Background: an optimization exercise with open tools, aiming at small area and a short achievable clock period. Do not read the settings as production practice. The RTL was checked by simulation tests, not by an equivalence proof against the original design. Power figures rest on the tool's default switching activity, not on a simulated workload.

==> flow/design.v, too long to show whole: its modules and the start of the top module <==
// module SDC_fft: 178 lines
// module rot16a: 627 lines
// module rot8a: 416 lines
module SDC_fft #(
    parameter width = 12
) (
    input clk, rst_n,
    input signed [width-1:0] R, I,
    output signed [width-1:0] R_out, I_out,
    output done
);
  // ...
==> flow/flow/run.sh <==
#!/bin/bash
set -o pipefail
export SETUP_SLACK_MARGIN=6.6
bash standard.sh > standard.log 2>&1
==> flow/standard.sh <==
#!/bin/bash
# synth_recipe.tcl (not shown) runs the flow's synth.tcl, then flattens the netlist and writes it again
# the make line also repeats each setting of config.mk as NAME=value (left out here)
make -C /OpenROAD-flow-scripts/flow DESIGN_CONFIG=/design/flow/config.mk WORK_HOME=/design/flow/orfs CLKGATE_MAP_FILE= SYNTH_SCRIPT=/design/flow/synth_recipe.tcl "${@:-finish}"
==> flow/config.mk <==
export PLATFORM = sky130hd
export DESIGN_NAME = SDC_fft
export DESIGN_NICKNAME = SDC_fft
export VERILOG_FILES = /design/flow/design.v
export SDC_FILE = /design/flow/constraint.sdc
export NUM_CORES = 4
export LEC_CHECK = 0
export ABC_CLOCK_PERIOD_IN_PS = 3400
export CAP_MARGIN = 20
export CORE_MARGIN = 2
export CORE_UTILIZATION = 40
export SLEW_MARGIN = 20
==> flow/constraint.sdc <==
create_clock -name core_clock -period 10.0 [get_ports {clk}]
set_input_delay 2.0000 -clock core_clock [delete_from_list [all_inputs] [get_ports {clk}]]
set_output_delay 2.0000 -clock core_clock [all_outputs]
set_load 0.01 [all_outputs]
==> impl_metrics.toml, run 1 <==
[power_and_ir_drop]
cellInternalPower_mw = 11.3
combinationalPowerShare_pct = 45.8
power.largest_group = "combinational cells"
cellLeakagePower_nw = 23.9

[floorplanning]
std_cell_core_area_um2 = 112000
dieArea_um2 = 116000
start_util_pct = 40.3

[route]
highest-signal-layer = "met5"
wl_met1_mm = 53.8

[critical_path]
cp_launch_type = "flop"
path_cells = "buf_12, buf_8, or3_4, a211oi_4, fa_2, fa_2, fa_1, inv_2, fa_2"
path_depth = 9
worstPathBufferInverterCount = 3

[placed_design]
placement.io_buffers = 50
gpl.final_weighted_congestion = 0.922

[grt]
grt.busiest_layer = "met2"
grt_max_degree = 91
gr-usage-met2_pct = 30.3

[synthesis]
synth.ff_latch_count = 907
netlist.area_leader.share_pct = 39.6
synth-xor-area-share_pct = 3.96
yosys.cell_count.top_type = "sky130_fd_sc_hd__dfxtp_1"
synth_cell_type_count = 72
seq_area_frac_synth_pct = 40.2
number_of_flops_mapped_to_enable_cells_by_yosys = 0

[sta]
setup_repair_after_global_routing_missed_its_margin = "yes"
hold_violations = 0

[outcome]
status = "timing/DRC/antenna clean"

[final_layout]
mostFrequentLayoutCells = "sky130_fd_sc_hd__dfxtp_1, sky130_fd_sc_hd__inv_1, sky130_fd_sc_hd__ha_1"
non_clock_inverter_count = 667
final_layout_size_suffix_gt1_share_pct = 12.1
fillCellCount = 10400

[flow_run]
max_cap_viols = 0
==> run 2: changes to the inputs <==
--- a/flow/config.mk
+++ b/flow/config.mk
@@ -8,5 +8,6 @@
 export ABC_CLOCK_PERIOD_IN_PS = 3400
 export CAP_MARGIN = 20
 export CORE_MARGIN = 2
-export CORE_UTILIZATION = 40
+export CORE_UTILIZATION = 55
 export SLEW_MARGIN = 20
+export TNS_END_PERCENT = 10
==> run 2 against run 1 <==
Still clean on timing, DRC and antenna. Combinational power about the same. Sequential power about the same. Clock power about the same. Maximum frequency up 0.88%. Design area down 2.9%. Synthesized area unchanged. Die area down 27%. First-iteration DRC count up 8.6%. Setup slack better by 0.031 ns. Via count down 0.62%. Global-route usage up 7.4 points. Cell count down 7.7%. Critical path type unchanged. Largest cell class unchanged.
==> impl_metrics.toml, run 2 <==
[outcome]
status = "timing/DRC/antenna clean"

[critical_path]
worst-setup-path-type = "reg2reg"
worst-endpoint-required_ns = 10.53
cp_launch_type = "flop"
path_cells = "buf_12, clkinvlp_4, buf_6, o22ai_1, nor2_1, fa_1, fa_1, fa_1, inv_1, fa_1"
largest_stage_delay_worst_path_ns = 0.52
worst_ep_arrival_time_ns = 4.04
timing.critical_path.fanout_max = 15
worst_path_most_repeated_cell = "sky130_fd_sc_hd__fa_1"
end_kind = "flop"
crit_slowest_cell = "sky130_fd_sc_hd__fa_1"

[synthesis]
synth_top_cells_by_area = "sky130_fd_sc_hd__dfxtp_1, sky130_fd_sc_hd__fa_1, sky130_fd_sc_hd__ha_1"
synth_compound_area_share_pct = 14.4
synth-warning-count = 17
netlist.area_leader.share_pct = 39.6
seq_area_frac_synth_pct = 40.2
async_flop_share_pct = 1.10
syn_area_per_cell_um2 = 9.70
yosys-top-cells-count = "sky130_fd_sc_hd__dfxtp_1, sky130_fd_sc_hd__inv_1, sky130_fd_sc_hd__nor2_1, sky130_fd_sc_hd__ha_1, sky130_fd_sc_hd__a21oi_1"
synth_top_family_by_area = "adder cells"
post-synth-top-area-cell = "sky130_fd_sc_hd__dfxtp_1"
post_synth_inst_count = 4675
post_synth_instance_area_um2 = 45300
post_synth_and_or_nand_nor_area_fraction_pct = 9.21
synth.ff_latch_count = 907
post_synth_fa_ha_maj_area_fraction_pct = 21.7
number_of_flops_mapped_to_enable_cells_by_yosys = 0
portion_of_netlist_area_occupied_by_mux_cells_pct = 3.36
synth_ff_type = "sky130_fd_sc_hd__dfxtp_1"
synth_cell_type_count = 72
synth-xor-area-share_pct = 3.96
yosys.cell_count.top_type = "sky130_fd_sc_hd__dfxtp_1"
number_of_nets_in_the_synthesized_netlist = 5328

[final_layout]
mostFrequentLayoutCells = "sky130_fd_sc_hd__dfxtp_1, sky130_fd_sc_hd__inv_1, sky130_fd_sc_hd__ha_1"
synthToLayoutAreaGrowth_pct = 14.0
final_common_cell = "sky130_fd_sc_hd__dfxtp_1"
final_core_util_pct = 63.1
nNetsFinal = 5374
finalInstanceArea_um2 = 51700
largest_registers = "d1i x72, d1r x72"
fillCellCount = 6863
finish.cell_count_without_fillers = 5871
final_layout_size_suffix_gt1_share_pct = 9.63

[power_and_ir_drop]
power_density_nw_per_um2 = 364
power.ir.vdd_worst_uv = 229
power_switching_share_pct = 39.4
netSwitchingPower_mw = 7.41
total_power_mw = 18.8
combinationalPowerShare_pct = 45.8
cellInternalPower_mw = 11.4
power_frac_clock_pct = 20.2
share_seq_of_total_power_pct = 34.0
cellLeakagePower_nw = 23.5

[clock_network]
clock_sink_count = 907
clkTransAtPathRegs_ns = 0.07
cts_root_buffer_type = "sky130_fd_sc_hd__clkbuf_16"
cts_tree = "built"
cts.htree.levels = 3
clkLatencyLatePin_ns = 0.66
clockBufferDepth = 3
cts_buffers = 93

[grt]
grt_first_pass_wirelength_mm = 179
initial_antenna_violation_count = 7
number_of_global_route_vias_before_repair = 31400
globalRouteTotalUtil_pct = 27.0
grt_max_degree = 86
grt-ovfl-total = 0

[route]
via_count = 32400
route.detailed.vias_per_inst = 5.52
wl_mm = 116
drtPass1Iterations = 9
drcViolationCount = 0
initialDrtViolationCount = 3046
ant_nets = 0
drt-wirelength-per-cell_um = 19.8

[floorplanning]
floorplan.io_pins = 51
start_util_pct = 55.4
dieArea_um2 = 84700
chipHeight_um = 291
std_cell_core_area_um2 = 81800
fp.dieW_um = 291
rows = 105

[sta]
final_min_period_over_clock_period_pct = 35.1
tightest_slew_ns = 1.11
setup_repair_after_global_routing_missed_its_margin = "yes"
setup_viol = 0
max_clock_freq_mhz = 285
fin_skew_ns = 0.0255
maxSlewViolCount = 0
hold_violations = 0
period_needed_ns = 3.51
setup_total_negative_slack_ns = 0
slew_headroom_pct = 25.5

[placed_design]
numPlacedInstances = 5626
detailed_place.area_um2 = 46700
hpwlAfterDp_mm = 86.3
placement.io_buffers = 50
gpl.final_weighted_congestion = 0.956

[hold_path]
hold_path.class = "reg2reg"

[flow_run]
max_cap_viols = 0
[run 2: per-stage QoR]
stage / hold slack, ns / worst slack, ns
after CTS: 0.321 / 6.36
final: 0.313 / 6.49
after detailed placement: 0.312 / 5.56
after global routing: 0.326 / 6.41
after global placement: 0.310 / 5.57
after floorplan: 0.310 / 6.51
[run 2: layout make-up]
class,count,area [µm²],area share (%)
Tap cell,1070,1340,2.59
Multi-Input combinational cell,2910,24500,47.3
Timing Repair inverter,2,10.0,0.0194
Antenna cell,3,7.51,0.0145
Clock buffer,119,2610,5.04
Sequential cell,907,18300,35.3
Inverter,664,2540,4.92
Clock inverter,53,812,1.57
Timing Repair Buffer,143,1640,3.17
[run 2: logic make-up (layout without fill, tap and decap cells)]
kind of cell	after synthesis	after routing
multiplexers	147	147
AND/OR/NAND/NOR	916	917
other	0	3
flip-flops	907	907
buffers and inverters	859	981
XOR/XNOR	205	205
AO/OA/AOI/OAI	1014	1014
adder cells (fa/ha/maj)	627	627
[run 2: critical path, delay by kind of cell (launching register included)]
| family | cells | cell delay (ns) |
|---|---|---|
| fa+ha+maj | 4 | 1.88 |
| buf+inv | 4 | 0.59 |
| simple gates | 1 | 0.13 |
| flops | 1 | 0.39 |
| compound gates | 1 | 0.38 |
[run 2: final timing paths]
kind,from,endpoint,slack (ns),cells after the start
worst max-delay path,sel1a[6]$_DFF_P_,d1rc[15]$_DFF_P_,6.49,10
worst min-delay path,b2r[2][5]$_DFF_P_,b2r[3][5]$_DFF_P_,0.31,0
worst max register to register,sel1a[6]$_DFF_P_,d1rc[15]$_DFF_P_,6.49,10
worst min register to register,b2r[2][5]$_DFF_P_,b2r[3][5]$_DFF_P_,0.31,0
max in group asynchronous,rst_n,count[2]$_DFFE_PN0P_,7.72,1
min in group asynchronous,rst_n,count[1]$_DFFE_PN0P_,1.79,1
[run 2: metal layers]
metal | up-vias | share of wire [%] | track usage, %
li1 | 15700 | - | -
met1 | 15300 | 46 | 38.7
met2 | 1203 | 43 | 41.9
met3 | 281 | 7.6 | 5.21
met4 | 2 | 2.9 | 6.98
met5 | - | 0.010 | 0
[run 2: power groups by stage]
stage	clock network (mW)	logic [mW]	registers, mW
2_1_floorplan	0	6.59	5.90
3_3_place_gp	0	8.40	6.41
3_5_place_dp	0	8.50	6.41
4_1_cts	3.88	8.60	6.36
5_1_grt	4.03	9.85	6.54
6_report	3.80	8.61	6.39
[run 2: repair_timing]
item                                    CTS  global route
hold endpoints to repair                  0             0
endpoints found under the setup margin  126           117
buffers inserted                         33            21
cloned                                    4            12
hold buffers                              0             0
pin swaps                                12            28
resized for setup                        89           133
==> run 3: changes to the inputs <==
--- a/flow/config.mk
+++ b/flow/config.mk
@@ -9,5 +9,7 @@
 export CAP_MARGIN = 20
 export CORE_MARGIN = 2
 export CORE_UTILIZATION = 55
+export CTS_CLUSTER_DIAMETER = 90
+export CTS_CLUSTER_SIZE = 36
 export SLEW_MARGIN = 20
 export TNS_END_PERCENT = 10
==> run 3 against run 2 <==
First-iteration DRC count shrank 8.0%. Critical path depth shrank 9. Total power shrank 9.4%. Synthesized area is the same. Synthesized cell count is the same. Largest power group unchanged.
==> impl_metrics.toml, run 3 <==
[placed_design]
dp_slack_ns = 5.56
numPlacedInstances = 5626
placement.io_buffers = 50
hpwlAfterDp_mm = 86.3
detailed_place.area_um2 = 46700
gpl.final_weighted_congestion = 0.956

[hold_path]
worstHoldEndpoint = "d1i[4][7]$_DFF_P_"
worstHoldPathCells = 0
min_from = "d1i[3][7]$_DFF_P_"
hold_path.class = "reg2reg"

[critical_path]
worst_ep_arrival_time_ns = 1.49
cp_launch_type = "flop"
timing.critical_path.fanout_max = 1
r2r_end = "d1ic[14]$_DFF_P_"
end_kind = "primary output"
reg2regPathDepth = 9
worstReg2RegStart = "sel1n[2]$_DFF_P_"
path_cells = "clkdlybuf4s50_1"
rrSetupSlack_ns = 6.53
worstPathBufferInverterCount = 1
worst_path_dominant_cell_family = "buffers and inverters"
largest_stage_delay_worst_path_ns = 0.52
worst-endpoint-required_ns = 8.00
startpoint = "outi[9]$_DFF_P_"
worst-setup-path-type = "reg2out"
crit_slowest_cell = "sky130_fd_sc_hd__clkdlybuf4s50_1"

[power_and_ir_drop]
combinationalPowerShare_pct = 50.4
power_density_nw_per_um2 = 343
total_power_mw = 17.0
power_switching_share_pct = 41.8
cellInternalPower_mw = 9.91
power.ir.vdd_worst_uv = 229
cellLeakagePower_nw = 22.5
power_frac_clock_pct = 12.2
netSwitchingPower_mw = 7.12
share_seq_of_total_power_pct = 37.4

[floorplanning]
rows = 105
floorplan.io_pins = 51
start_util_pct = 55.4
chipHeight_um = 291
dieArea_um2 = 84700
fp.dieW_um = 291
std_cell_core_area_um2 = 81800

[sta]
max_clock_freq_mhz = 287
final_min_period_over_clock_period_pct = 34.9
setup_viol = 0
setup_repair_after_global_routing_missed_its_margin = "yes"
tightest_slew_ns = 1.08
hold_violations = 0
fin_skew_ns = 0.0404
setup_total_negative_slack_ns = 0
period_needed_ns = 3.49
maxSlewViolCount = 0
slew_headroom_pct = 27.6
final.setup.worst_slack_ns = 6.51
finalHoldWorstSlack_ns = 0.325

[route]
route.detailed.vias_per_inst = 5.52
wl_mm = 114
drtPass1Iterations = 9
via_count = 31900
initialDrtViolationCount = 2801
drcViolationCount = 0
drt-wirelength-per-cell_um = 19.8
ant_nets = 0

[clock_network]
clock_sink_count = 907
clockBufferDepth = 3
cts_tree = "built"
clkLatencyLatePin_ns = 0.63
postCtsHoldBufs = 0
clkTransAtPathRegs_ns = 0.12
cts_buffers = 39
cts_root_buffer_type = "sky130_fd_sc_hd__clkbuf_16"
cts.htree.levels = 2

[synthesis]
yosys-top-cells-count = "sky130_fd_sc_hd__dfxtp_1, sky130_fd_sc_hd__inv_1, sky130_fd_sc_hd__nor2_1, sky130_fd_sc_hd__ha_1, sky130_fd_sc_hd__a21oi_1"
post_synth_inst_count = 4675
synth-warning-count = 17
number_of_flops_mapped_to_enable_cells_by_yosys = 0
netlist.area_leader.share_pct = 39.6
syn_area_per_cell_um2 = 9.70
async_flop_share_pct = 1.10
post_synth_instance_area_um2 = 45300
seq_area_frac_synth_pct = 40.2
yosys.cell_count.top_type = "sky130_fd_sc_hd__dfxtp_1"
synth.ff_latch_count = 907
number_of_nets_in_the_synthesized_netlist = 5328
synth_ff_type = "sky130_fd_sc_hd__dfxtp_1"
synth_cell_type_count = 72
post-synth-top-area-cell = "sky130_fd_sc_hd__dfxtp_1"
synth_top_cells_by_area = "sky130_fd_sc_hd__dfxtp_1, sky130_fd_sc_hd__fa_1, sky130_fd_sc_hd__ha_1"

[grt]
initial_antenna_violation_count = 4
grt_first_pass_wirelength_mm = 175
grt-ovfl-total = 0
globalRouteTotalUtil_pct = 26.4
number_of_global_route_vias_before_repair = 30600
grt_max_degree = 86

[outcome]
status = "timing/DRC/antenna clean"

[final_layout]
finish.cell_count_without_fillers = 5769
finalInstanceArea_um2 = 49600
mostFrequentLayoutCells = "sky130_fd_sc_hd__dfxtp_1, sky130_fd_sc_hd__inv_1, sky130_fd_sc_hd__ha_1"
final_layout_size_suffix_gt1_share_pct = 7.60
fillCellCount = 7092
synthToLayoutAreaGrowth_pct = 9.37
largest_registers = "d1i x72, d1r x72"
nNetsFinal = 5323
final_common_cell = "sky130_fd_sc_hd__dfxtp_1"
final_core_util_pct = 60.6

[flow_run]
max_cap_viols = 0
-- run 3: cell types whose count changed in the layout (fill, tap and decap cells not counted), sizes merged --
| cell | delta |
|---|---|
| clkbuf | -80 |
| bufinv | -15 |
| clkinvlp | -11 |
| buf | +7 |
| clkinv | -6 |
| inv | +6 |
| and2 | -1 |
| bufbuf | -1 |
| clkdlybuf4s50 | +1 |
| diode | -1 |
| dlygate4sd2 | -1 |
-- run 3: power groups by stage --
stage | clock (mW) | combinational, mW | sequential, mW
2_1_floorplan | 0 | 6.59 | 5.90
3_3_place_gp | 0 | 8.40 | 6.41
3_5_place_dp | 0 | 8.50 | 6.41
4_1_cts | 2.16 | 8.59 | 6.34
5_1_grt | 2.28 | 9.83 | 6.52
6_report | 2.09 | 8.58 | 6.36
-- run 3: cell families (layout without fill, tap and decap cells) --
family	Yosys count	count (layout)	share of synthesized area (%)
AO/OA/AOI/OAI	1014	1014	14.4
XOR/XNOR	205	205	3.96
adder cells (fa/ha/maj)	627	627	21.7
buffers and inverters	859	881	7.12
flip-flops	907	907	40.2
multiplexers	147	147	3.36
other	0	2	0
AND/OR/NAND/NOR	916	916	9.21
-- run 3: routing by layer --
layer	track usage, %	vias to the layer above	share of wire (%)
li1	-	15500	-
met1	38.3	15000	47
met2	41.0	1090	43
met3	4.44	237	7.2
met4	6.45	4	2.8
met5	0	-	0.023
-- run 3: layout make-up --
cell class	instances	area, µm²	share of cell area [%]
well taps	1070	1340	2.70
flip-flops and latches	907	18300	36.9
clock inverters	27	400	0.808
repair buffers	147	1640	3.30
diodes	2	5.00	0.0101
repair inverters	2	10.0	0.0202
clock buffers	41	983	1.98
inverters	664	2540	5.12
multi-input cells	2909	24400	49.2
-- run 3: repair_timing --
| item | in CTS | in global routing |
|---|---|---|
| resized for setup | 103 | 100 |
| setup endpoints to repair | 131 | 118 |
| endpoints found under the hold margin | 0 | 0 |
| gates cloned | 4 | 9 |
| setup buffers | 28 | 32 |
| pin swaps | 12 | 17 |
-- run 3: worst max path at each step --
stage | to | slack (ns) | cells after the start
floorplan | d1rc[15]$_DFF_P_ | 6.51 | 11
global placement | d1rc[15]$_DFF_P_ | 5.57 | 9
detailed placement | d1rc[11]$_DFF_P_ | 5.56 | 9
CTS | p4i[10]$_DFF_P_ | 6.37 | 13
global route | d1rc[13]$_DFF_P_ | 6.42 | 11
finish | I_out[9] | 6.51 | 1
==> run 4: changes to the inputs <==
--- a/flow/config.mk
+++ b/flow/config.mk
@@ -9,7 +9,7 @@
 export CAP_MARGIN = 20
 export CORE_MARGIN = 2
 export CORE_UTILIZATION = 55
-export CTS_CLUSTER_DIAMETER = 90
-export CTS_CLUSTER_SIZE = 36
+export CTS_CLUSTER_DIAMETER = 80
+export CTS_CLUSTER_SIZE = 30
 export SLEW_MARGIN = 20
 export TNS_END_PERCENT = 10
==> run 4 against run 3 <==
Design area barely moved. First-iteration DRC count up 1.9%. Count of clock-buffer cells in the layout grew 8. Still clean. Synthesized area unchanged. Sequential share of layout area is essentially flat. Clock skew shrank 0.0078 ns. Via count decreased by 0.33%. Highest routed layer unchanged. Largest cell class unchanged. Clock power is 6% higher. Total power grew 0.78%. Synthesized cell count unchanged.
==> impl_metrics.toml, run 4 <==
[outcome]
status = "timing/DRC/antenna clean"

[route]
wl_mm = 114
met3_length_mm = 7.72
drcViolationCount = 0
drt-wirelength-per-cell_um = 19.8
route.detailed.vias_per_inst = 5.51
route.met2.wl_mm = 49.4
highest-signal-layer = "met5"
wl_met1_mm = 53.6
via_count = 31700
drtPass1Iterations = 9
ant_nets = 0
initialDrtViolationCount = 2855

[grt]
grt-ovfl-total = 0
grt_max_degree = 86
number_of_global_route_vias_before_repair = 30700
initial_antenna_violation_count = 4
globalRouteTotalUtil_pct = 26.3
grt_first_pass_wirelength_mm = 175

[sta]
maxSlewViolCount = 0
max_clock_freq_mhz = 286
finalHoldWorstSlack_ns = 0.331
final_min_period_over_clock_period_pct = 35.0
fin_skew_ns = 0.0326
tightest_slew_ns = 1.07
slew_headroom_pct = 27.9
setup_total_negative_slack_ns = 0
period_needed_ns = 3.50
setup_repair_after_global_routing_missed_its_margin = "yes"
setup_viol = 0
hold_violations = 0

[final_layout]
mostFrequentLayoutCells = "sky130_fd_sc_hd__dfxtp_1, sky130_fd_sc_hd__inv_1, sky130_fd_sc_hd__ha_1"
fillCellCount = 7118
finish.cell_count_without_fillers = 5763
final_core_util_pct = 60.6
final_layout_size_suffix_gt1_share_pct = 7.50
area_taken_by_multi_input_logic_gates_um2 = 24400
register_area_um2 = 18300
synthToLayoutAreaGrowth_pct = 9.38
nNetsFinal = 5316
largest_registers = "d1i x72, d1r x72"
final_common_cell = "sky130_fd_sc_hd__dfxtp_1"

[critical_path]
timing.critical_path.fanout_max = 15
worst-setup-path-type = "reg2reg"
cp_launch_type = "flop"
worstReg2RegStart = "sel1a[6]$_DFF_P_"
startpoint = "sel1a[6]$_DFF_P_"
reg2regPathDepth = 12
r2r_end = "d1rc[7]$_DFF_P_"
worst_ep_arrival_time_ns = 4.02
end_kind = "flop"
worst-endpoint-required_ns = 10.52
rrSetupSlack_ns = 6.51

[clock_network]
cts_buffers = 45
cts.htree.levels = 2
clockBufferDepth = 3
cts_tree = "built"
cts_root_buffer_type = "sky130_fd_sc_hd__clkbuf_16"
clkTransAtPathRegs_ns = 0.11
clkLatencyLatePin_ns = 0.64
postCtsHoldBufs = 0
clock_sink_count = 907

[synthesis]
synth.ff_latch_count = 907
synth_cell_type_count = 72
synth_ff_type = "sky130_fd_sc_hd__dfxtp_1"
number_of_flops_mapped_to_enable_cells_by_yosys = 0
synth_top_cells_by_area = "sky130_fd_sc_hd__dfxtp_1, sky130_fd_sc_hd__fa_1, sky130_fd_sc_hd__ha_1"
yosys.cell_count.top_type = "sky130_fd_sc_hd__dfxtp_1"
netlist.area_leader.share_pct = 39.6
seq_area_frac_synth_pct = 40.2
post_synth_inst_count = 4675
post-synth-top-area-cell = "sky130_fd_sc_hd__dfxtp_1"
synth-warning-count = 17
number_of_nets_in_the_synthesized_netlist = 5328
post_synth_instance_area_um2 = 45300
syn_area_per_cell_um2 = 9.70
async_flop_share_pct = 1.10
yosys-top-cells-count = "sky130_fd_sc_hd__dfxtp_1, sky130_fd_sc_hd__inv_1, sky130_fd_sc_hd__nor2_1, sky130_fd_sc_hd__ha_1, sky130_fd_sc_hd__a21oi_1"

[floorplanning]
floorplan.io_pins = 51
std_cell_core_area_um2 = 81800
start_util_pct = 55.4
chipHeight_um = 291
rows = 105
dieArea_um2 = 84700
fp.dieW_um = 291

[power_and_ir_drop]
power.ir.vdd_worst_uv = 222
cellLeakagePower_nw = 22.6
power_density_nw_per_um2 = 346

[hold_path]
hold_path.class = "reg2reg"
min_from = "d1r[1][4]$_DFF_P_"
worstHoldPathCells = 0
worstHoldEndpoint = "d1r[2][4]$_DFF_P_"

[placed_design]
hpwlAfterDp_mm = 86.3
gpl.final_weighted_congestion = 0.956
placement.io_buffers = 50
numPlacedInstances = 5626

[flow_run]
max_cap_viols = 0
==> run 4: metrics by stage <==
stage / cell area, µm² / power, mW / setup slack (ns)
floorplan: 45400 / 12.5 / 6.51
global placement: 46700 / 14.8 / 5.57
detailed placement: 46700 / 14.9 / 5.56
CTS: 48700 / 17.2 / 6.39
global route: 49600 / 18.7 / 6.42
finish: 49600 / 17.2 / 6.51
==> run 4: layout make-up <==
cell class / instances / share of cell area (%)
timing repair buffer: 132 / 3.00
inverter: 664 / 5.12
clock inverter: 26 / 0.702
clock buffer: 49 / 2.39
antenna: 2 / 0.0101
multi-input combinational: 2910 / 49.2
timing repair inverter: 3 / 0.0303
tap: 1070 / 2.70
sequential: 907 / 36.8
==> run 4: worst max path at each step <==
stage / to / slack [ns] / depth (start not counted)
floorplan: d1rc[15]$_DFF_P_ / 6.51 / 11
global placement: d1rc[15]$_DFF_P_ / 5.57 / 9
detailed placement: d1rc[11]$_DFF_P_ / 5.56 / 9
CTS: d1ic[11]$_DFF_P_ / 6.39 / 9
global route: d1rc[8]$_DFF_P_ / 6.42 / 12
finish: d1rc[7]$_DFF_P_ / 6.51 / 12
==> run 4: critical path: stages (launching register included) <==
cell	delay [ns]
sky130_fd_sc_hd__dfxtp_4	0.41
sky130_fd_sc_hd__buf_12	0.17
sky130_fd_sc_hd__clkinvlp_4	0.16
sky130_fd_sc_hd__buf_6	0.19
sky130_fd_sc_hd__o22ai_2	0.24
sky130_fd_sc_hd__nor2_1	0.12
sky130_fd_sc_hd__fa_1	0.51
sky130_fd_sc_hd__inv_1	0.05
sky130_fd_sc_hd__fa_1	0.49
sky130_fd_sc_hd__inv_1	0.05
sky130_fd_sc_hd__fa_1	0.47
sky130_fd_sc_hd__inv_1	0.05
sky130_fd_sc_hd__fa_1	0.45
==> run 4: cells by family after synthesis <==
family	Yosys count	share of synthesized area (%)
buffers and inverters	859	7.12
flip-flops	907	40.2
XOR/XNOR	205	3.96
multiplexers	147	3.36
AO/OA/AOI/OAI	1014	14.4
AND/OR/NAND/NOR	916	9.21
adder cells (fa/ha/maj)	627	21.7
==> run 4: routing by layer <==
metal / global-route usage, % / vias up
met2: 40.9 / 1039
li1: - / 15500
met3: 4.12 / 230
met4: 6.37 / 6
met1: 38.5 / 15000
met5: 0 / -
==> run 4: where the power goes <==
group	switching (mW)	internal, mW	leakage (nW)
clock network	1.26	0.944	0.743
registers	1.13	5.24	7.66
logic	4.76	3.83	14.2
==> run 4: repair_timing <==
item	in CTS	in global routing
setup buffers	24	22
gates cloned	3	11
resized for setup	95	113
endpoints found under the setup margin	126	117
pin swaps	8	18
==> run 5: changes to the inputs <==
==> flow/flow/run.sh (replaced) <==
#!/bin/bash
set -o pipefail
export SETUP_SLACK_MARGIN=6.9
bash standard.sh > standard.log 2>&1
==> run 5 against run 4 <==
Cell count grew 1.4%. First-iteration DRC count shrank 4.5%. Clock skew grew 0.0040 ns. Design area increased by 2.9%. Combinational power rose by 2%. Sequential cell count is the same. Routed wire length rose by 1.9%. Critical path depth is 2 lower. Core utilization is 1.8 points higher. Largest cell class unchanged.
==> impl_metrics.toml, run 5 <==
[floorplanning]
fp.dieW_um = 291
rows = 105
dieArea_um2 = 84700
floorplan.io_pins = 51
start_util_pct = 55.4
chipHeight_um = 291
std_cell_core_area_um2 = 81800

[power_and_ir_drop]
cellInternalPower_mw = 10.2
power_density_nw_per_um2 = 341
power_switching_share_pct = 41.7
netSwitchingPower_mw = 7.27
combinationalPowerShare_pct = 50.2
power.ir.vdd_worst_uv = 221
share_seq_of_total_power_pct = 36.6
total_power_mw = 17.4
cellLeakagePower_nw = 23.2
power_frac_clock_pct = 13.2

[critical_path]
timing.critical_path.fanout_max = 10
worst-endpoint-required_ns = 10.51
crit_slowest_cell = "sky130_fd_sc_hd__fa_1"
largest_stage_delay_worst_path_ns = 0.56
worst_path_most_repeated_cell = "sky130_fd_sc_hd__fa_1"
end_kind = "flop"
path_cells = "buf_12, nand2b_1, o21ai_0, a2111o_1, fa_2, fa_1, inv_1, fa_1, inv_1, fa_1"
worst-setup-path-type = "reg2reg"
cp_launch_type = "flop"
worst_ep_arrival_time_ns = 3.91

[sta]
final_min_period_over_clock_period_pct = 34.1
fin_skew_ns = 0.0366
max_clock_freq_mhz = 294
tightest_slew_ns = 1.02
setup_total_negative_slack_ns = 0
setup_repair_after_global_routing_missed_its_margin = "yes"
hold_violations = 0
slew_headroom_pct = 30.4
maxSlewViolCount = 0
setup_viol = 0
period_needed_ns = 3.41

[synthesis]
post_synth_inst_count = 4675
synth_top_cells_by_area = "sky130_fd_sc_hd__dfxtp_1, sky130_fd_sc_hd__fa_1, sky130_fd_sc_hd__ha_1"
synth_ff_type = "sky130_fd_sc_hd__dfxtp_1"
synth_cell_type_count = 72
netlist.area_leader.share_pct = 39.6
syn_area_per_cell_um2 = 9.70
async_flop_share_pct = 1.10
post_synth_instance_area_um2 = 45300
post-synth-top-area-cell = "sky130_fd_sc_hd__dfxtp_1"
number_of_nets_in_the_synthesized_netlist = 5328
synth-warning-count = 17
yosys.cell_count.top_type = "sky130_fd_sc_hd__dfxtp_1"
seq_area_frac_synth_pct = 40.2
yosys-top-cells-count = "sky130_fd_sc_hd__dfxtp_1, sky130_fd_sc_hd__inv_1, sky130_fd_sc_hd__nor2_1, sky130_fd_sc_hd__ha_1, sky130_fd_sc_hd__a21oi_1"
number_of_flops_mapped_to_enable_cells_by_yosys = 0
synth.ff_latch_count = 907

[route]
initialDrtViolationCount = 2727
drt-wirelength-per-cell_um = 19.9
wl_mm = 116
route.detailed.vias_per_inst = 5.54
via_count = 32400
drtPass1Iterations = 10
ant_nets = 0
drcViolationCount = 0

[final_layout]
final_common_cell = "sky130_fd_sc_hd__dfxtp_1"
final_layout_size_suffix_gt1_share_pct = 11.0
nNetsFinal = 5395
largest_registers = "d1i x72, d1r x72"
fillCellCount = 6962
register_area_um2 = 18300
antenna-diode-count = 0
mostFrequentLayoutCells = "sky130_fd_sc_hd__dfxtp_1, sky130_fd_sc_hd__inv_1, sky130_fd_sc_hd__ha_1"
area_taken_by_multi_input_logic_gates_um2 = 24900
synthToLayoutAreaGrowth_pct = 12.6

[placed_design]
gpl.final_weighted_congestion = 0.962
placement.io_buffers = 50
hpwlAfterDp_mm = 85.5

[grt]
grt_max_degree = 91
globalRouteTotalUtil_pct = 27.3
initial_antenna_violation_count = 7
grt_first_pass_wirelength_mm = 182
number_of_global_route_vias_before_repair = 31800
grt-ovfl-total = 0

[clock_network]
clock_sink_count = 907
cts.htree.levels = 2
cts_tree = "built"
clockBufferDepth = 3
clkLatencyLatePin_ns = 0.64
cts_buffers = 46
cts_root_buffer_type = "sky130_fd_sc_hd__clkbuf_16"
clkTransAtPathRegs_ns = 0.11

[outcome]
status = "timing/DRC/antenna clean"

[flow_run]
max_cap_viols = 0

[hold_path]
hold_path.class = "reg2reg"
[run 5: power groups by stage]
| stage | logic (mW) | clock network (mW) | registers [mW] |
|---|---|---|---|
| 4_1_cts | 8.62 | 2.38 | 6.34 |
| 5_1_grt | 10.0 | 2.50 | 6.52 |
| 3_5_place_dp | 8.49 | 0 | 6.39 |
| 2_1_floorplan | 6.61 | 0 | 5.90 |
| 3_3_place_gp | 8.40 | 0 | 6.39 |
| 6_report | 8.75 | 2.30 | 6.37 |
[run 5: routing by layer]
layer  vias up  GRT usage (%)  routed length (µm)
li1      15600              -                   -
met1     15300           39.2               53900
met2      1180           41.8               49600
met3       290           5.18                8530
met4         2           8.43                4050
met5         -              0                  13
[run 5: logic make-up after synthesis]
kind of cell / after synthesis / synth area share, %
XOR/XNOR: 205 / 3.96
AO/OA/AOI/OAI: 1014 / 14.4
multiplexers: 147 / 3.36
AND/OR/NAND/NOR: 916 / 9.21
flip-flops: 907 / 40.2
buffers and inverters: 859 / 7.12
adder cells (fa/ha/maj): 627 / 21.7
[run 5: timing repair]
item / CTS / global route
buffers inserted: 87 / 33
gates resized for setup: 247 / 98
cloned: 18 / 2
hold buffers: 0 / 0
pin swaps: 60 / 45
endpoints found under the setup margin: 174 / 159
[run 5: layout make-up]
| class | count | share of cell area, % |
|---|---|---|
| Tap cell | 1070 | 2.62 |
| Sequential cell | 907 | 35.8 |
| Timing Repair inverter | 2 | 0.0196 |
| Inverter | 664 | 5.00 |
| Timing Repair Buffer | 208 | 4.54 |
| Clock buffer | 51 | 2.42 |
| Clock inverter | 27 | 0.799 |
| Multi-Input combinational cell | 2913 | 48.8 |
[run 5: worst paths after layout]
path | from | endpoint | slack [ns] | cells past startpoint
worst max register to register | sel1n[6]$_DFF_P_ | d1ic[11]$_DFF_P_ | 6.59 | 10
worst min register to register | b2i[0][9]$_DFF_P_ | b2i[1][9]$_DFF_P_ | 0.32 | 0
min in group asynchronous | rst_n | done_r$_DFF_PN0_ | 1.79 | 1
worst min-delay path | b2i[0][9]$_DFF_P_ | b2i[1][9]$_DFF_P_ | 0.32 | 0
max in group asynchronous | rst_n | count[0]$_DFFE_PN0P_ | 7.74 | 1
worst max-delay path | sel1n[6]$_DFF_P_ | d1ic[11]$_DFF_P_ | 6.59 | 10
[run 5: through the flow]
step | hold slack [ns] | setup slack, ns | util (%) | cells | instance area, µm²
floorplan | 0.310 | 6.70 | - | 4675 | 45600
global placement | 0.310 | 5.75 | 57.1 | 5624 | 46700
detailed placement | 0.312 | 5.69 | 57.1 | 5624 | 46700
CTS | 0.322 | 6.65 | 61.5 | 5807 | 50300
global route | 0.322 | 6.52 | 62.4 | 5842 | 51000
finish | 0.319 | 6.59 | 62.4 | 5842 | 51000
[run 5: critical path, delay by kind of cell, from the launching register on]
family	cells	cell delay, ns
AO/OA/AOI/OAI	2	0.50
adder cells (fa/ha/maj)	4	1.95
buffers and inverters	3	0.27
flip-flops	1	0.40
AND/OR/NAND/NOR	1	0.14
==> run 6: changes to the inputs <==
==> flow/flow/run.sh (replaced) <==
#!/bin/bash
set -o pipefail
export SETUP_SLACK_MARGIN=6.6
bash standard.sh > standard.log 2>&1
--- a/flow/config.mk
+++ b/flow/config.mk
@@ -8,7 +8,7 @@
 export ABC_CLOCK_PERIOD_IN_PS = 3400
 export CAP_MARGIN = 20
 export CORE_MARGIN = 2
-export CORE_UTILIZATION = 55
+export CORE_UTILIZATION = 60
 export CTS_CLUSTER_DIAMETER = 80
 export CTS_CLUSTER_SIZE = 30
 export SLEW_MARGIN = 20
==> run 6 against run 5 <==
Count of clock-buffer cells in the layout down 5. Critical endpoint is now R_out[8]. Maximum frequency down 2.5%. Die area decreased by 8.2%.
==> impl_metrics.toml, run 6 <==
[critical_path]
worstReg2RegStart = "sel1n[1]$_DFF_P_"
cp_launch_type = "flop"
reg2regPathDepth = 11
worstPathBufferInverterCount = 1
crit_slowest_cell = "sky130_fd_sc_hd__clkdlybuf4s50_1"
path_cells = "clkdlybuf4s50_1"
end_kind = "primary output"
worst_path_dominant_cell_family = "buffers and inverters"
r2r_end = "d1ic[15]$_DFF_P_"
worst_ep_arrival_time_ns = 1.49
worst-endpoint-required_ns = 8.00
timing.critical_path.fanout_max = 1
worst-setup-path-type = "reg2out"
rrSetupSlack_ns = 6.51
largest_stage_delay_worst_path_ns = 0.54

[floorplanning]
rows = 100
chipHeight_um = 279
std_cell_core_area_um2 = 74600
dieArea_um2 = 77800
floorplan.io_pins = 51
fp.dieW_um = 279
start_util_pct = 60.8

[final_layout]
finalInstanceArea_um2 = 49200
fillCellCount = 6022
synthToLayoutAreaGrowth_pct = 8.63
nNetsFinal = 5302
final_layout_size_suffix_gt1_share_pct = 7.13
largest_registers = "d1i x72, d1r x72"
mostFrequentLayoutCells = "sky130_fd_sc_hd__dfxtp_1, sky130_fd_sc_hd__inv_1, sky130_fd_sc_hd__ha_1"
final_common_cell = "sky130_fd_sc_hd__dfxtp_1"

[clock_network]
cts_tree = "built"
clkLatencyLatePin_ns = 0.61
postCtsHoldBufs = 0
cts_buffers = 43
clock_sink_count = 907
cts_root_buffer_type = "sky130_fd_sc_hd__clkbuf_16"
clkTransAtPathRegs_ns = 0.11
cts.htree.levels = 2
clockBufferDepth = 3

[power_and_ir_drop]
cellLeakagePower_nw = 22.4
power_density_nw_per_um2 = 348
total_power_mw = 17.1
power.ir.vdd_worst_uv = 278

[synthesis]
yosys.cell_count.top_type = "sky130_fd_sc_hd__dfxtp_1"
netlist.area_leader.share_pct = 39.6
post_synth_instance_area_um2 = 45300
synth_top_cells_by_area = "sky130_fd_sc_hd__dfxtp_1, sky130_fd_sc_hd__fa_1, sky130_fd_sc_hd__ha_1"
synth_ff_type = "sky130_fd_sc_hd__dfxtp_1"
yosys-top-cells-count = "sky130_fd_sc_hd__dfxtp_1, sky130_fd_sc_hd__inv_1, sky130_fd_sc_hd__nor2_1, sky130_fd_sc_hd__ha_1, sky130_fd_sc_hd__a21oi_1"
synth.ff_latch_count = 907
seq_area_frac_synth_pct = 40.2
synth_cell_type_count = 72
syn_area_per_cell_um2 = 9.70
synth-warning-count = 17
post-synth-top-area-cell = "sky130_fd_sc_hd__dfxtp_1"
number_of_flops_mapped_to_enable_cells_by_yosys = 0
number_of_nets_in_the_synthesized_netlist = 5328
post_synth_inst_count = 4675
async_flop_share_pct = 1.10

[outcome]
status = "timing/DRC/antenna clean"

[sta]
final_min_period_over_clock_period_pct = 34.9
tightest_slew_ns = 0.895
setup_repair_after_global_routing_missed_its_margin = "yes"
slew_headroom_pct = 38.8
fin_skew_ns = 0.0228
max_clock_freq_mhz = 286
setup_viol = 0
setup_total_negative_slack_ns = 0
maxSlewViolCount = 0
period_needed_ns = 3.49
final.setup.worst_slack_ns = 6.51
hold_violations = 0

[placed_design]
placement.io_buffers = 50
detailed_place.area_um2 = 46500
hpwlAfterDp_mm = 84.8
gpl.final_weighted_congestion = 0.994
dp_slack_ns = 5.64

[route]
route.detailed.vias_per_inst = 5.66
drt-wirelength-per-cell_um = 19.9
drcViolationCount = 0
via_count = 31900
initialDrtViolationCount = 3208
drtPass1Iterations = 7
wl_mm = 112
ant_nets = 0

[grt]
grt_first_pass_wirelength_mm = 176
grt_max_degree = 91
globalRouteTotalUtil_pct = 28.9
number_of_global_route_vias_before_repair = 31000
grt-ovfl-total = 0
initial_antenna_violation_count = 4

[hold_path]
min_from = "b2i[0][10]$_DFF_P_"
hold_path.class = "reg2reg"
worstHoldEndpoint = "b2i[1][10]$_DFF_P_"
worstHoldPathCells = 0

[flow_run]
max_cap_viols = 0
-- run 6: kinds of logic (layout without fill, tap and decap cells) --
| group | after synthesis | count (layout) | share of synthesized area (%) |
|---|---|---|---|
| muxes | 147 | 147 | 3.36 |
| AOI/OAI and AO/OA | 1014 | 1014 | 14.4 |
| and+or+nand+nor | 916 | 917 | 9.21 |
| buffers and inverters | 859 | 856 | 7.12 |
| DFF | 907 | 907 | 40.2 |
| adders and majority gates | 627 | 627 | 21.7 |
| xor gates and xnor gates | 205 | 205 | 3.96 |
| other | 0 | 2 | 0 |
-- run 6: worst max-delay path by stage --
stage | startpoint | endpoint | depth (start not counted)
floorplan | sel1a[3]$_DFF_P_ | d1rc[15]$_DFF_P_ | 11
global placement | sel1a[1]$_DFF_P_ | d1rc[14]$_DFF_P_ | 8
detailed placement | sel1a[2]$_DFF_P_ | d1ic[13]$_DFF_P_ | 11
CTS | sel2d[3]$_SDFF_PN0_ | d2ic[11]$_DFF_P_ | 9
global route | sel1a[7]$_DFF_P_ | d1rc[14]$_DFF_P_ | 11
finish | outr[8]$_DFF_P_ | R_out[8] | 1
-- run 6: power breakdown --
| group | switching (mW) | total (mW) | internal (mW) |
|---|---|---|---|
| combinational | 4.80 | 8.63 | 3.83 |
| clock | 1.24 | 2.14 | 0.901 |
| sequential | 1.11 | 6.35 | 5.24 |
| total | 7.15 | 17.1 | 9.97 |
-- run 6: what timing repair did --
action / 4_1_cts / 5_1_grt
endpoints found under the setup margin: 128 / 117
gates resized for setup: 92 / 100
setup buffers: 28 / 8
pin swaps: 4 / 11
gates cloned: 4 / 7
-- run 6: stage by stage --
step                util, %  hold WS, ns  instances
floorplan                 -        0.310       4675
finish                 66.0        0.321       5644
global placement       62.4        0.310       5526
CTS                    65.2        0.327       5627
global route           66.0        0.326       5642
detailed placement     62.4        0.312       5526
-- run 6: final cells by class --
cell class | count | area, µm² | area share [%]
Inverter | 664 | 2530 | 5.13
Clock buffer | 46 | 1130 | 2.29
Sequential cell | 907 | 18300 | 37.1
Tap cell | 969 | 1210 | 2.46
Clock inverter | 23 | 324 | 0.658
Timing Repair Buffer | 121 | 1370 | 2.78
Antenna cell | 2 | 5.00 | 0.0102
Timing Repair inverter | 2 | 10.0 | 0.0203
Multi-Input combinational cell | 2910 | 24400 | 49.6
-- run 6: routing by layer --
| metal | track usage [%] | share of wire (%) |
|---|---|---|
| met1 | 42.0 | 46 |
| met2 | 44.5 | 43 |
| met3 | 5.13 | 7.3 |
| met4 | 7.39 | 2.8 |
| met5 | 0 | 0.041 |
==> run 7: changes to the inputs <==
--- a/flow/config.mk
+++ b/flow/config.mk
@@ -8,7 +8,7 @@
 export ABC_CLOCK_PERIOD_IN_PS = 3400
 export CAP_MARGIN = 20
 export CORE_MARGIN = 2
-export CORE_UTILIZATION = 60
+export CORE_UTILIZATION = 65
 export CTS_CLUSTER_DIAMETER = 80
 export CTS_CLUSTER_SIZE = 30
 export SLEW_MARGIN = 20
==> run 7 against run 6 <==
Synthesized area is the same. Design area increased by 0.65%. Clock power increased by 2%. Combinational power is 1% higher. Die area down 7.6%. Maximum frequency down 0.24%. Worst hold slack got worse by 0.0063 ns. Sequential cell count did not move. Register-to-register slack hardly changed. First-iteration DRC count up 13%. Sequential power about the same. Clock skew rose by 0.0027 ns. Largest cell class unchanged.
==> impl_metrics.toml, run 7 <==
[final_layout]
nNetsFinal = 5327
final_layout_size_suffix_gt1_share_pct = 7.60
antenna-diode-count = 0
finish.cell_count_without_fillers = 5629
synthToLayoutAreaGrowth_pct = 9.34
final_common_cell = "sky130_fd_sc_hd__dfxtp_1"
fillCellCount = 5185
final_core_util_pct = 72.0
mostFrequentLayoutCells = "sky130_fd_sc_hd__dfxtp_1, sky130_fd_sc_hd__inv_1, sky130_fd_sc_hd__ha_1"
largest_registers = "d1i x72, d1r x72"

[synthesis]
synth_top_cells_by_area = "sky130_fd_sc_hd__dfxtp_1, sky130_fd_sc_hd__fa_1, sky130_fd_sc_hd__ha_1"
yosys.cell_count.top_type = "sky130_fd_sc_hd__dfxtp_1"
synth-warning-count = 17
post_synth_instance_area_um2 = 45300
number_of_nets_in_the_synthesized_netlist = 5328
synth.ff_latch_count = 907
synth_cell_type_count = 72
seq_area_frac_synth_pct = 40.2
post-synth-top-area-cell = "sky130_fd_sc_hd__dfxtp_1"
synth_ff_type = "sky130_fd_sc_hd__dfxtp_1"
netlist.area_leader.share_pct = 39.6
yosys-top-cells-count = "sky130_fd_sc_hd__dfxtp_1, sky130_fd_sc_hd__inv_1, sky130_fd_sc_hd__nor2_1, sky130_fd_sc_hd__ha_1, sky130_fd_sc_hd__a21oi_1"
async_flop_share_pct = 1.10
post_synth_inst_count = 4675
syn_area_per_cell_um2 = 9.70
number_of_flops_mapped_to_enable_cells_by_yosys = 0

[hold_path]
hold_path.class = "reg2reg"
worstHoldPathCells = 0
min_from = "d3i[0][4]$_DFF_P_"
worstHoldEndpoint = "d3i[1][4]$_DFF_P_"

[sta]
tightest_slew_ns = 0.872
maxSlewViolCount = 0
final_min_period_over_clock_period_pct = 35.0
max_clock_freq_mhz = 285
setup_repair_after_global_routing_missed_its_margin = "yes"
fin_skew_ns = 0.0255
setup_viol = 0
hold_violations = 0
slew_headroom_pct = 41.8
setup_total_negative_slack_ns = 0
period_needed_ns = 3.50

[power_and_ir_drop]
share_seq_of_total_power_pct = 36.7
power_frac_clock_pct = 12.6
combinationalPowerShare_pct = 50.6
power.ir.vdd_worst_uv = 277
total_power_mw = 17.2
cellInternalPower_mw = 10.1
power_density_nw_per_um2 = 348
cellLeakagePower_nw = 22.7
power_switching_share_pct = 41.6
netSwitchingPower_mw = 7.17

[critical_path]
timing.critical_path.fanout_max = 15
largest_stage_delay_worst_path_ns = 0.49
worstReg2RegStart = "sel1a[2]$_DFF_P_"
cp_launch_type = "flop"
worst_path_dominant_cell_family = "adder cells"
path_depth = 11
worst-setup-path-type = "reg2reg"
worst_path_most_repeated_cell = "sky130_fd_sc_hd__fa_1"
path_cells = "buf_12, clkinvlp_4, buf_12, o22ai_1, a211o_1, fa_1, inv_1, fa_2, fa_1, inv_1, fa_1"
worst_ep_arrival_time_ns = 4.00
end_kind = "flop"
rrSetupSlack_ns = 6.50
crit_slowest_cell = "sky130_fd_sc_hd__fa_1"
r2r_end = "d1rc[15]$_DFF_P_"
worst-endpoint-required_ns = 10.49
reg2regPathDepth = 11
worstPathBufferInverterCount = 5

[clock_network]
postCtsHoldBufs = 0
clockBufferDepth = 3
cts.htree.levels = 2
clkTransAtPathRegs_ns = 0.11
cts_root_buffer_type = "sky130_fd_sc_hd__clkbuf_16"
cts_buffers = 42
clkLatencyLatePin_ns = 0.61
clock_sink_count = 907
cts_tree = "built"

[route]
drcViolationCount = 0
drt-wirelength-per-cell_um = 19.9
via_count = 32600
route.detailed.vias_per_inst = 5.79
wl_mm = 112
ant_nets = 0
initialDrtViolationCount = 3614
drtPass1Iterations = 12

[floorplanning]
std_cell_core_area_um2 = 68800
rows = 96
chipHeight_um = 268
start_util_pct = 65.9
dieArea_um2 = 71900
floorplan.io_pins = 51
fp.dieW_um = 268

[grt]
globalRouteTotalUtil_pct = 30.5
grt_first_pass_wirelength_mm = 171
number_of_global_route_vias_before_repair = 30900
grt-ovfl-total = 0
initial_antenna_violation_count = 6
grt_max_degree = 91

[placed_design]
gpl.final_weighted_congestion = 0.995
numPlacedInstances = 5492
placement.io_buffers = 50
hpwlAfterDp_mm = 83.0

[outcome]
status = "timing/DRC/antenna clean"

[flow_run]
max_cap_viols = 0
==> run 7: cell counts after synthesis <==
Identical to the previous run, type by type.
==> run 7: worst register-to-register path: stages, from the launching register on <==
cell and delay, ns:
sky130_fd_sc_hd__dfxtp_4 0.42, sky130_fd_sc_hd__buf_12 0.18, sky130_fd_sc_hd__clkinvlp_4 0.20, sky130_fd_sc_hd__buf_12 0.20, sky130_fd_sc_hd__o22ai_1 0.28, sky130_fd_sc_hd__a211o_1 0.17
sky130_fd_sc_hd__fa_1 0.41, sky130_fd_sc_hd__inv_1 0.09, sky130_fd_sc_hd__fa_2 0.44, sky130_fd_sc_hd__fa_1 0.49, sky130_fd_sc_hd__inv_1 0.06, sky130_fd_sc_hd__fa_1 0.45
==> run 7: power groups by stage <==
stage | Sequential, mW | Clock (mW) | Combinational [mW]
global placement | 6.35 | 0 | 8.31
finish | 6.33 | 2.18 | 8.73
detailed placement | 6.36 | 0 | 8.54
global route | 6.47 | 2.35 | 9.91
CTS | 6.29 | 2.23 | 8.67
floorplan | 5.90 | 0 | 6.59
==> run 7: repair_timing <==
item                                    4_1_cts  5_1_grt
endpoints found under the setup margin      133      110
resized for setup                           104      103
buffers inserted                             21       32
gates cloned                                  4       12
pin swaps                                    15       29
==> run 7: worst max-delay path by stage <==
stage / from / endpoint / slack [ns]
after floorplan: sel1a[3]$_DFF_P_ / d1rc[15]$_DFF_P_ / 6.51
after global placement: sel1a[5]$_DFF_P_ / d1rc[15]$_DFF_P_ / 5.71
after detailed placement: sel1a[5]$_DFF_P_ / d1rc[12]$_DFF_P_ / 5.60
after CTS: sel2d[1]$_SDFF_PN0_ / d2ic[12]$_DFF_P_ / 6.41
after global routing: sel1a[2]$_DFF_P_ / d1rc[15]$_DFF_P_ / 6.44
final: sel1a[2]$_DFF_P_ / d1rc[15]$_DFF_P_ / 6.50
==> run 7: final cells by class <==
cell class	instances	area, µm²	area share (%)
Timing Repair Buffer	148	1720	3.47
Timing Repair inverter	1	5.00	0.0101
Sequential cell	907	18300	36.9
Clock inverter	21	343	0.692
Tap cell	931	1160	2.35
Clock buffer	47	1140	2.31
Multi-Input combinational cell	2910	24400	49.2
Inverter	664	2530	5.11
==> run 7: cell families after synthesis <==
group | share of synthesized area [%]
AND/OR/NAND/NOR | 9.21
XOR/XNOR | 3.96
adder cells (fa/ha/maj) | 21.7
AO/OA/AOI/OAI | 14.4
buffers and inverters | 7.12
multiplexers | 3.36
flip-flops | 40.2
==> run 7: per-layer routing <==
layer / wire length, µm / track usage [%] / vias up
met5: 69 / 0 / -
met4: 4720 / 10.0 / 10
met3: 9850 / 6.36 / 368
met2: 48300 / 47.1 / 1402
met1: 48900 / 42.9 / 15300
li1: - / - / 15500
==> run 7: through the flow <==
stage / hold WS [ns] / instance area [µm²] / setup WS (ns)
after floorplan: 0.310 / 45400 / 6.51
after global placement: 0.310 / 46500 / 5.71
after detailed placement: 0.312 / 46500 / 5.60
after CTS: 0.319 / 48600 / 6.41
after global routing: 0.320 / 49600 / 6.44
final: 0.315 / 49600 / 6.50

## afterwards: timing with drivers on the ports
The flow's constraints put no driver on any port. The routed layouts listed below were extracted and timed again, unchanged, in two steps.
Step 1 sets driving cells, clkbuf_16 on the clock port and buf_2 on the other inputs (assumed; they add their load-dependent delay and slew).
Step 2, shift: input delay + t, output delay - t, t = (earliest + latest rising clock arrival at the registers) / 2. This alone moves slack from input paths to output paths.
Slacks: no drivers / after step 1 / after step 2; pairs: no drivers / after step 1.
run | t, ns | setup slack, ns | worst hold slack (ns)
run 1 | 0.736 | 6.460 / 6.460 / 6.460 | 0.313 / 0.313 / 0.313
run 2 | 0.717 | 6.491 / 6.434 / 6.491 | 0.313 / 0.313 / 0.313
run 3 | 0.678 | 6.511 / 6.444 / 6.526 | 0.325 / 0.325 / 0.325
run 4 | 0.686 | 6.505 / 6.458 / 6.505 | 0.331 / 0.331 / 0.331
run 5 | 0.688 | 6.593 / 6.593 / 6.593 | 0.319 / 0.319 / 0.319
run 6 | 0.674 | 6.505 / 6.440 / 6.507 | 0.321 / 0.321 / 0.321
run 7 | 0.667 | 6.497 / 6.468 / 6.497 | 0.315 / 0.315 / 0.315
After both steps setup and hold are still met in every run listed.
